What follows belongs to an exercise in optimizing a design on an open flow for small area and a short achievable clock period; a production flow would make more cautious choices.
Power and IR drop assume default switching activity.

// scarf_pat_gen_top
module scarf_pat_gen_top
( input  logic        clk,
  input  logic        rst_n_sync,
  input  logic  [7:0] data_in,
  input  logic        data_in_valid,
  input  logic        data_in_finished,
  input  logic  [6:0] slave_id,
  input  logic        rnw,
  output logic  [7:0] read_data_out,
  output logic  [7:0] gpio_pat_gen_out,
  output logic        pattern_done,
  output logic [12:0] bram_addr,
  output logic        bram_wen,
  output logic        bram_ren,
  output logic  [7:0] bram_write_data,
  input  logic  [7:0] bram_read_data
 );
Size: roughly 130 flip-flops, roughly 68 I/O pins, about 8100 um2 of cells after synthesis.
make LEC_CHECK=0 CAP_MARGIN=20 CORE_MARGIN=2 CORE_UTILIZATION=60 CTS_BUF_LIST=sky130_fd_sc_hd__clkbuf_8 CTS_CLUSTER_DIAMETER=150 CTS_CLUSTER_SIZE=40 SETUP_SLACK_MARGIN=2.5 SLEW_MARGIN=20 SYNTH_HIERARCHICAL=1 SYNTH_MINIMUM_KEEP_SIZE=0 TNS_END_PERCENT=20 finish   # period 6.0 ns
run.sh (not shown) runs the stock make flow with config.mk's settings and CLKGATE_MAP_FILE= SYNTH_SCRIPT=/design/flow/synth_recipe.tcl, a recipe that flattens the netlist after the stock synthesis.
Rerun with:
==> flow/flow/run.sh (new file) <==
#!/bin/bash
# Own flow: the standard layout, with the synthesis's technology mapping
# (ABC) run with flow/abc.script instead of ORFS's speed script. Everything
# else -- the synthesis passes, register names, flatten and renaming, and all
# later steps -- is standard.sh's.
set -euo pipefail
W=$PWD
cp flow/abc.script $W/my_abc.script
{
  head -1 synth_recipe.tcl
  cat <<EOT
proc abc {args} {
  set i [lsearch -exact \$args -script]
  if {\$i >= 0} { set args [lreplace \$args [expr {\$i+1}] [expr {\$i+1}] $W/my_abc.script] }
  yosys abc {*}\$args
}
EOT
  tail -n +2 synth_recipe.tcl
} > my_synth.tcl
sed "s#SYNTH_SCRIPT=[^ ]*#SYNTH_SCRIPT=$W/my_synth.tcl#" standard.sh > my_standard.sh
bash my_standard.sh > flow.log 2>&1
==> flow/flow/abc.script (new file) <==
strash
dc2
balance
&get -n
&dch -f
&nf -D 2500
&put
buffer -c
upsize -c
dnsize -c
==> flow/standard.sh (new file) <==
#!/bin/bash
# synth_recipe.tcl (not shown) runs the flow's synth.tcl, then flattens the netlist and writes it again
# the make line also repeats each setting of config.mk as NAME=value (left out here)
make -C /OpenROAD-flow-scripts/flow DESIGN_CONFIG=/design/flow/config.mk WORK_HOME=/design/flow/orfs CLKGATE_MAP_FILE= SYNTH_SCRIPT=/design/flow/synth_recipe.tcl "${@:-finish}"
Settings changed: ABC_CLOCK_PERIOD_IN_PS from default to 2500, CTS_BUF_LIST sky130_fd_sc_hd__clkbuf_8 to default, CTS_CLUSTER_DIAMETER 150 to default, CTS_CLUSTER_SIZE 40 to default, SETUP_SLACK_MARGIN 2.5 to 3.0, TNS_END_PERCENT 20 to default.
removed: flow/run.sh
- synthesized area went down by 5.6%
- non-clock buffer count is higher by 58
- sequential power decreases by 9.9%
- clock power is higher by 25%
- clock skew hardly moves
- via count came out higher by 2.5%
- power went down by 9.9%
- clock-buffer cell count shrinks by 1
Rerun with:
==> flow/run.sh (new file) <==
#!/bin/bash
# synth_recipe.tcl (not shown) runs the flow's synth.tcl, then flattens the netlist and writes it again
# the make line also repeats each setting of config.mk as NAME=value (left out here)
make -C /OpenROAD-flow-scripts/flow DESIGN_CONFIG=/design/flow/config.mk WORK_HOME=/design/flow/orfs CLKGATE_MAP_FILE= SYNTH_SCRIPT=/design/flow/synth_recipe.tcl finish
Settings changed: ABC_CLOCK_PERIOD_IN_PS 2500 to default, CTS_BUF_LIST from default to sky130_fd_sc_hd__clkbuf_8, SETUP_SLACK_MARGIN 3.0 to 2.5, TNS_END_PERCENT from default to 20.
removed: flow/flow/run.sh
removed: flow/flow/abc.script
removed: flow/standard.sh
- worst setup slack gains 0.16 ns
- total power goes up by 11%
- count of clock-buffer cells in the layout goes up by 1
- die area goes up by 5.7%
- synthesized cell count goes up by 3.8%
- first-iteration DRC count goes up by 18%
- utilization goes down by 8.7 points
- non-clock buffer count goes down by 58
- global-route usage goes down by 1.7 points
- flip-flop and latch count stays the same
No run of this note included a check of the RTL's function; only the layout flow was run.

-- what the ideal ports hide --
Ports are ideal in the flow. The routed layouts listed here were re-timed in OpenROAD. Step 1 (the two cells are an assumption about what drives the block):
set clk [get_ports {clk}]
set_driving_cell -lib_cell sky130_fd_sc_hd__clkbuf_16 $clk
set_driving_cell -lib_cell sky130_fd_sc_hd__buf_2 [delete_from_list [all_inputs] $clk]
Step 2 also shifts input and output timing later by t, the mid clock arrival at the registers, as if the neighbouring blocks saw the same clock. a / b / c = ideal / step 1 / step 2; a / b = the first two.
| run | t, ns | setup slack, ns | worst setup path after step 2 |
|---|---|---|---|
| the first run | 0.500 | 2.412 / 2.372 / 2.248 | input to register |
| the second run | 0.467 | 2.253 / 2.253 / 2.253 | register to register |
| the third run | 0.500 | 2.412 / 2.372 / 2.248 | input to register |
After both steps every run listed still meets setup and hold.
